Context: an optimization exercise on an open-source flow, tuned for small area. The choices shown serve that exercise and are no tape-out recipe. The RTL was checked by simulation tests, not by an equivalence proof against the original design. No driver is modelled on the clock port, so clocking that relies on it looks cheaper here than on a real chip.

==> v28: inputs <==
==> flow/design.v <==
`timescale 1ns/1ps
module uart_ip_top (
    sys_clk,
    reset,
    din,
    ri,
    si,
    tx,
    dout,
    ro,
    so,
    rx
);
    input           sys_clk;
    input           reset;
    input   [0:7]   din;
    input           si;
    output          ri;
    output          tx;
    output  [0:7]   dout;
    input           ro;
    output          so;
    input           rx;
    reg     [8:0]   tq;
    wire    [8:0]   tc = tq ^ 9'b001010100;
    wire            bit_tick = tc[8] & ~tc[7] & tc[6] & ~tc[5] & tc[4] & ~tc[3] & tc[2] & ~tc[0];
    wire            tc_two   = tc[8] & ~tc[7] & ~tc[5] & tc[4] & ~tc[3] & ~tc[2] & ~tc[1] & tc[0];
    always @(posedge sys_clk, posedge reset)
        if (reset)  tq <= 9'd0;
        else        tq <= {tc[7:0], tc[8] ^ tc[3] ^ bit_tick} ^ 9'b001010100;
    reg     [0:7]   tmem [0:15];
    reg     [4:0]   tcnt;
    reg     [3:0]   twpos;
    wire            t_full = tcnt[4];
    wire            t_ne   = |tcnt;
    wire    [3:0]   twnext = twpos + 4'd1;
    integer         ti;
    assign ri = si & ~t_full;
    always @(posedge sys_clk)
        for (ti = 0; ti < 16; ti = ti + 1)
            tmem[ti] <= ~((ri && twnext == ti) ? ((ti % 2) ? din : ~din) : tmem[(ti + 15) % 16]);
    always @(posedge sys_clk, posedge reset)
        if (reset)  twpos <= 4'd0;
        else        twpos <= twnext + {3'd0, ri};
    reg     [3:0]   tpq;
    wire    [3:0]   tp = tpq ^ 4'b0011;
    reg             e_s, e_ss;       
    wire            t_idle = (tp == 4'd3);
    always @(posedge sys_clk, posedge reset)
        if (reset) begin
            tpq  <= 4'd0;
            e_s  <= 1'b0;
            e_ss <= 1'b0;
        end
        else if (bit_tick) begin
            e_s  <= t_ne;
            e_ss <= e_s;
            if (t_idle) begin
                if (e_ss) tpq <= 4'd7 ^ 4'b0011;
            end
            else tpq <= (tp + 4'd1) ^ 4'b0011;
        end
    wire            t_rd = tc_two && tp == 4'd7;
    always @(posedge sys_clk, posedge reset)
        if (reset)  tcnt <= 5'd0;
        else        tcnt <= tcnt + {4'd0, ri} - {4'd0, t_rd};
    reg     [0:7]   dt;
    always @(posedge sys_clk)
        if (t_idle && twpos == tcnt[3:0]) dt <= tmem[0];
    wire            dbit = dt[~tp[2:0]];
    reg             par;
    always @(posedge sys_clk)
        if (bit_tick) par <= tp[3] & (par ^ dbit);
    assign tx = tp[3] ? dbit : (tp[2] ? 1'b0 : ((tp[1] | tp[0]) ? 1'b1 : par));
    reg     [4:0]   rq;
    wire    [4:0]   rc = rq ^ 5'b11011;
    wire            s_tick = (rc == 5'b01011);
    wire            rc_two = ~rc[4] & rc[3] & rc[2] & ~rc[0];
    always @(posedge sys_clk, posedge reset)
        if (reset)  rq <= 5'd0;
        else        rq <= {rc[3:0], rc[4] ^ rc[1] ^ s_tick} ^ 5'b11011;
    reg             d1, d2, d3;
    always @(posedge sys_clk, posedge reset)
        if (reset) begin
            d1 <= 1'b0;
            d2 <= 1'b0;
            d3 <= 1'b0;
        end
        else if (s_tick) begin
            d1 <= rx;
            d2 <= d1;
            d3 <= d2;
        end
    reg             rbusy;           
    wire            ridle = ~rbusy;
    reg     [7:0]   k;
    wire            k_done = ~k[7] & ~k[6] & k[5];
    wire            r_done = ~ridle & k_done;
    always @(posedge sys_clk, posedge reset)
        if (reset) rbusy <= 1'b0;
        else if (s_tick) begin
            if (ridle) begin
                if (~d2 & d3) rbusy <= 1'b1;
            end
            else if (k_done) rbusy <= 1'b0;
        end
    always @(posedge sys_clk)
        if (s_tick) begin
            if (ridle) k <= 8'h79;
            else       k <= k + 8'd1;
        end
    reg     [0:7]   sr;
    wire            shift = k[7] & (k[3:0] == 4'hf);
    always @(posedge sys_clk)
        if (s_tick && shift) sr <= {rx, sr[0:6]};
    reg     [0:7]   ring [0:15];
    reg     [3:0]   rpos;
    reg     [4:0]   cnt;
    reg             f_s, f_ss;       
    reg             wp;              
    wire            r_full = cnt[4];
    wire            wgo    = wp & rc_two;
    wire            rd     = so & ro;
    wire    [3:0]   wpos   = rpos + cnt[3:0];
    wire            wr_now = ~ridle & ~k[7] & ~k[6] & ~r_full & (wpos == 4'd15);
    always @(posedge sys_clk, posedge reset)
        if (reset) begin
            f_s  <= 1'b0;
            f_ss <= 1'b0;
            wp   <= 1'b0;
        end
        else begin
            if (s_tick) begin
                f_s  <= r_full;
                f_ss <= f_s;
            end
            if (s_tick && r_done) wp <= ~f_ss;
            else if (rc_two)      wp <= 1'b0;
        end
    integer         ri_;
    always @(posedge sys_clk) begin
        for (ri_ = 1; ri_ < 16; ri_ = ri_ + 1)
            ring[ri_] <= ring[ri_ - 1];
        ring[0] <= wr_now ? sr : ring[15];
    end
    always @(posedge sys_clk, posedge reset)
        if (reset) begin
            rpos <= 4'd0;
            cnt  <= 5'd0;
        end
        else begin
            rpos <= rpos + {3'd0, rd} + 4'd1;
            cnt  <= cnt + {4'd0, wgo} - {4'd0, rd};
        end
    assign so   = |cnt;
    assign dout = rd ? ring[rpos] : 8'd0;
endmodule
==> flow/flow/run.sh <==
#!/bin/bash
# Own layout flow: the standard layout (standard.sh), with these changes.
#  1. Synthesis is ORFS's (synth_recipe.tcl, unchanged), but ABC maps the
#     logic with an area-oriented script (flow/abc_map.script) in place of
#     ORFS's delay-oriented abc_speed.script. Flip-flops are mapped by
#     dfflibmap before ABC runs, so the registers are the standard ones.
#     Adders are left to ABC as plain logic (no ADDER_MAP_FILE cells and no
#     Kogge-Stone carry map), which ABC maps smaller for this design.
#  2. Port buffers use the smallest buffer cell.
#  3. Clock tree synthesis without dummy loads.
# Each tool's output goes to a log file in this folder.
set -euo pipefail
here=$(pwd)
rm -rf "$here/scripts_abc"
cp -r "$FLOW_HOME/scripts" "$here/scripts_abc"
cp "$here/flow/abc_map.script" "$here/scripts_abc/abc_speed.script"
bash standard.sh SCRIPTS_DIR="$here/scripts_abc" ADDER_MAP_FILE= SYNTH_OPERATIONS_ARGS=-nofsm synth > "$here/synth.log" 2>&1
cts="-sink_clustering_enable -repair_clock_nets -dont_use_dummy_load"
cts="$cts -sink_clustering_size $(cat flow/cts_size) -sink_clustering_max_diameter $(cat flow/cts_diam)"
cts="$cts -buf_list $(cat flow/cts_buf)"
bash standard.sh BUFFER_PORTS_ARGS="-buffer_cell sky130_fd_sc_hd__buf_1" CTS_ARGS="$cts" > "$here/layout.log" 2>&1
test -s out/final.def
==> flow/flow/abc_map.script <==
strash
ifraig
scorr
dc2
strash
&get -n
&st
&dch
&nf -R 1000 -p -C 32 -F 8 -A 8
&put
topo
stime -c
==> flow/flow/cts_buf <==
sky130_fd_sc_hd__clkbuf_16
==> flow/flow/cts_diam <==
100
==> flow/flow/cts_size <==
30
==> flow/standard.sh <==
#!/bin/bash
# synth_recipe.tcl (not shown) runs the flow's synth.tcl, then flattens the netlist and writes it again
# the make line also repeats each setting of config.mk as NAME=value (left out here)
make -C /OpenROAD-flow-scripts/flow DESIGN_CONFIG=/design/flow/config.mk WORK_HOME=/design/flow/orfs CLKGATE_MAP_FILE= SYNTH_SCRIPT=/design/flow/synth_recipe.tcl "${@:-finish}"
==> flow/config.mk <==
export PLATFORM = sky130hd
export DESIGN_NAME = uart_ip_top
export DESIGN_NICKNAME = uart_ip_top
export VERILOG_FILES = /design/flow/design.v
export SDC_FILE = /design/flow/constraint.sdc
export NUM_CORES = 4
export LEC_CHECK = 0
export CAP_MARGIN = 0
export CORE_MARGIN = 2
export CORE_UTILIZATION = 60
export SLEW_MARGIN = 0
==> flow/constraint.sdc <==
create_clock -name core_clock -period 20.0 [get_ports {sys_clk}]
set_input_delay 4.0000 -clock core_clock [delete_from_list [all_inputs] [get_ports {sys_clk}]]
set_output_delay 4.0000 -clock core_clock [all_outputs]
set_load 0.01 [all_outputs]
==> v35 (differences from v28) <==
==> flow/design.v, changed modules only <==
module uart_ip_top (
    sys_clk,
    reset,
    din,
    ri,
    si,
    tx,
    dout,
    ro,
    so,
    rx
);
    input           sys_clk;
    input           reset;
    input   [0:7]   din;
    input           si;
    output          ri;
    output          tx;
    output  [0:7]   dout;
    input           ro;
    output          so;
    input           rx;
    reg     [8:0]   tq;
    wire    [8:0]   tc = tq ^ 9'b001010100;
    wire            bit_tick = tc[8] & ~tc[7] & tc[6] & ~tc[5] & tc[4] & ~tc[3] & tc[2] & ~tc[0];
    wire            tc_two   = tc[8] & ~tc[7] & ~tc[5] & tc[4] & ~tc[3] & ~tc[2] & ~tc[1] & tc[0];
    always @(posedge sys_clk, posedge reset)
        if (reset)  tq <= 9'd0;
        else        tq <= {tc[7:0], tc[8] ^ tc[3] ^ bit_tick} ^ 9'b001010100;
    reg     [0:7]   tmem [0:15];
    reg     [3:0]   twpos;
    reg     [3:0]   trpos;
    reg             tlastw;
    wire            t_eq   = (twpos == trpos);
    wire            t_full = t_eq & tlastw;
    wire            t_ne   = ~t_eq | tlastw;
    integer         ti;
    assign ri = si & ~t_full;
    always @(posedge sys_clk)
        for (ti = 0; ti < 16; ti = ti + 1)
            tmem[ti] <= ~((ri && twpos == ti) ? ((ti % 2) ? ~din : din) : tmem[(ti + 15) % 16]);
    always @(posedge sys_clk, posedge reset)
        if (reset)  twpos <= 4'd0;
        else        twpos <= twpos + {3'd0, ri} + 4'd1;
    reg     [3:0]   tpq;
    wire    [3:0]   tp = tpq ^ 4'b0011;
    reg             e_s, e_ss;       
    wire            t_idle = (tp == 4'd3);
    always @(posedge sys_clk, posedge reset)
        if (reset) begin
            tpq  <= 4'd0;
            e_s  <= 1'b0;
            e_ss <= 1'b0;
        end
        else if (bit_tick) begin
            e_s  <= t_ne;
            e_ss <= e_s;
            if (t_idle) begin
                if (e_ss) tpq <= 4'd7 ^ 4'b0011;
            end
            else tpq <= (tp + 4'd1) ^ 4'b0011;
        end
    wire            t_rd = tc_two && tp == 4'd7;
    always @(posedge sys_clk, posedge reset)
        if (reset) begin
            trpos  <= 4'd0;
            tlastw <= 1'b0;
        end
        else begin
            trpos <= trpos + {3'd0, t_rd} + 4'd1;
            if (ri != t_rd) tlastw <= ri;
        end
    reg     [0:7]   dt;
    always @(posedge sys_clk)
        if (t_idle && trpos == 4'd0) dt <= tmem[15];
    wire            dbit = dt[~tp[2:0]];
    reg             par;
    always @(posedge sys_clk)
        if (bit_tick) par <= tp[3] & (par ^ dbit);
    assign tx = tp[3] ? dbit : (tp[2] ? 1'b0 : ((tp[1] | tp[0]) ? 1'b1 : par));
    reg     [4:0]   rq;
    wire    [4:0]   rc = rq ^ 5'b11011;
    wire            s_tick = (rc == 5'b01011);
    wire            rc_two = ~rc[4] & rc[3] & rc[2] & ~rc[0];
    always @(posedge sys_clk, posedge reset)
        if (reset)  rq <= 5'd0;
        else        rq <= {rc[3:0], rc[4] ^ rc[1] ^ s_tick} ^ 5'b11011;
    reg             d1, d2, d3;
    always @(posedge sys_clk, posedge reset)
        if (reset) begin
            d1 <= 1'b0;
            d2 <= 1'b0;
            d3 <= 1'b0;
        end
        else if (s_tick) begin
            d1 <= rx;
            d2 <= d1;
            d3 <= d2;
        end
    reg             rbusy;           
    wire            ridle = ~rbusy;
    reg     [7:0]   k;
    wire            k_done = ~k[7] & ~k[6] & k[5];
    wire            r_done = ~ridle & k_done;
    always @(posedge sys_clk, posedge reset)
        if (reset) rbusy <= 1'b0;
        else if (s_tick) begin
            if (ridle) begin
                if (~d2 & d3) rbusy <= 1'b1;
            end
            else if (k_done) rbusy <= 1'b0;
        end
    always @(posedge sys_clk)
        if (s_tick) begin
            if (ridle) k <= 8'h79;
            else       k <= k + 8'd1;
        end
    reg     [0:7]   sr;
    wire            shift = k[7] & (k[3:0] == 4'hf);
    always @(posedge sys_clk)
        if (s_tick && shift) sr <= {rx, sr[0:6]};
    reg     [0:7]   ring [0:15];
    reg     [3:0]   rpos;
    reg     [3:0]   wpos;
    reg             rlastw;
    reg             f_s, f_ss;       
    reg             wp;              
    wire            r_eq   = (rpos == wpos);
    wire            r_full = r_eq & rlastw;
    wire            wgo    = wp & rc_two;
    wire            rd     = so & ro;
    wire            wr_now = ~ridle & ~k[7] & ~k[6] & ~r_full & (wpos == 4'd15);
    always @(posedge sys_clk, posedge reset)
        if (reset) begin
            f_s  <= 1'b0;
            f_ss <= 1'b0;
            wp   <= 1'b0;
        end
        else begin
            if (s_tick) begin
                f_s  <= r_full;
                f_ss <= f_s;
            end
            if (s_tick && r_done) wp <= ~f_ss;
            else if (rc_two)      wp <= 1'b0;
        end
    integer         ri_;
    always @(posedge sys_clk) begin
        for (ri_ = 1; ri_ < 16; ri_ = ri_ + 1)
            ring[ri_] <= ring[ri_ - 1];
        ring[0] <= wr_now ? sr : ring[15];
    end
    always @(posedge sys_clk, posedge reset)
        if (reset) begin
            rpos   <= 4'd0;
            wpos   <= 4'd0;
            rlastw <= 1'b0;
        end
        else begin
            rpos <= rpos + {3'd0, rd} + 4'd1;
            wpos <= wpos + {3'd0, wgo} + 4'd1;
            if (wgo != rd) rlastw <= wgo;
        end
    assign so   = ~r_eq | rlastw;
    assign dout = rd ? ring[rpos] : 8'd0;
endmodule
--- a/flow/flow/run.sh
+++ b/flow/flow/run.sh
@@ -1,7 +1,7 @@
 #!/bin/bash
 # Own layout flow: the standard layout (standard.sh), with these changes.
 #  1. Synthesis is ORFS's (synth_recipe.tcl, unchanged), but ABC maps the
-#     logic with an area-oriented script (flow/abc_map.script) in place of
+#     logic with an area-only script (flow/abc_map.script, ABC amap) in place of
 #     ORFS's delay-oriented abc_speed.script. Flip-flops are mapped by
 #     dfflibmap before ABC runs, so the registers are the standard ones.
 #     Adders are left to ABC as plain logic (no ADDER_MAP_FILE cells and no
==> flow/flow/abc_map.script (replaced) <==
strash
ifraig
scorr
dc2
strash
dch
amap -F 4 -A 8
topo
stime -c
==> flow/flow/cts_size (replaced) <==
34
--- a/flow/config.mk
+++ b/flow/config.mk
@@ -5,7 +5,7 @@
 export SDC_FILE = /design/flow/constraint.sdc
 export NUM_CORES = 4
 export LEC_CHECK = 0
-export CAP_MARGIN = 0
+export CAP_MARGIN = 20
 export CORE_MARGIN = 2
 export CORE_UTILIZATION = 60
-export SLEW_MARGIN = 0
+export SLEW_MARGIN = 20
==> comparison table <==
metric                                                        v35        v28
Status                                   timing/DRC/antenna clean  timing/DRC/antenna clean
Layout Area Growth over Synthesis                           7.41%      8.38%
Width of the die                                           131 um     134 um
Tap Count                                                     216        220
Routed met3 length                                        1100 um     967 um
Net Sw Frac                                                 0.273      0.282
DIE AREA                                                17000 um2  17800 um2
Skew-Pair Late Insertion Delay                            0.49 ns    0.50 ns
Minimum clock period                                      8.87 ns    8.98 ns
Maximum operating frequency                             0.113 GHz  0.111 GHz
Final estimated routing congestion in global placement      0.823      0.852
Share of the clock period used by the worst path            0.443      0.449
Average footprint of a synthesized cell                  12.2 um2   12.8 um2
Area of all placed cells without fillers                10300 um2  10900 um2
Core Region                                             15800 um2  16500 um2
Complex-gate fraction of the synthesized area               0.184     0.0982
Detailed Place HPWL                                      13800 um   13100 um
Total Routing Usage GR                                      0.252      0.229
Actual slew at the worst max-slew pin                     1.04 ns    1.03 ns
Global-route wire length before repair                   32900 um   32300 um

[separate check: timing with driven ports]
Ports are ideal in the flow. The routed layouts listed here were re-timed in OpenROAD. Step 1, drivers: a clkbuf_16 drives sys_clk and a buf_2 each remaining input, both assumed. Step 2 adds t to the input delays and takes it off the output delays; t is the mean of the earliest and latest rising clock arrival at the registers after step 1. Input paths then give back, and output paths get back, about the clock's delay inside the block. Three values: ideal, step 1, step 2; two values: the first two.
run | t (ns) | setup WS [ns] | hold WS [ns] | worst setup path at the end
v28 | 0.525 | 11.021 / 10.997 / 10.997 | 0.338 / 0.338 / 0.338 | input to output
v35 | 0.512 | 11.131 / 11.109 / 11.109 | 0.353 / 0.353 / 0.353 | input to output
After both steps every run listed still meets setup and hold. The setup slack of v28, which loses most, moves by -0.024 ns with the drivers and by -0.024 ns with both steps.
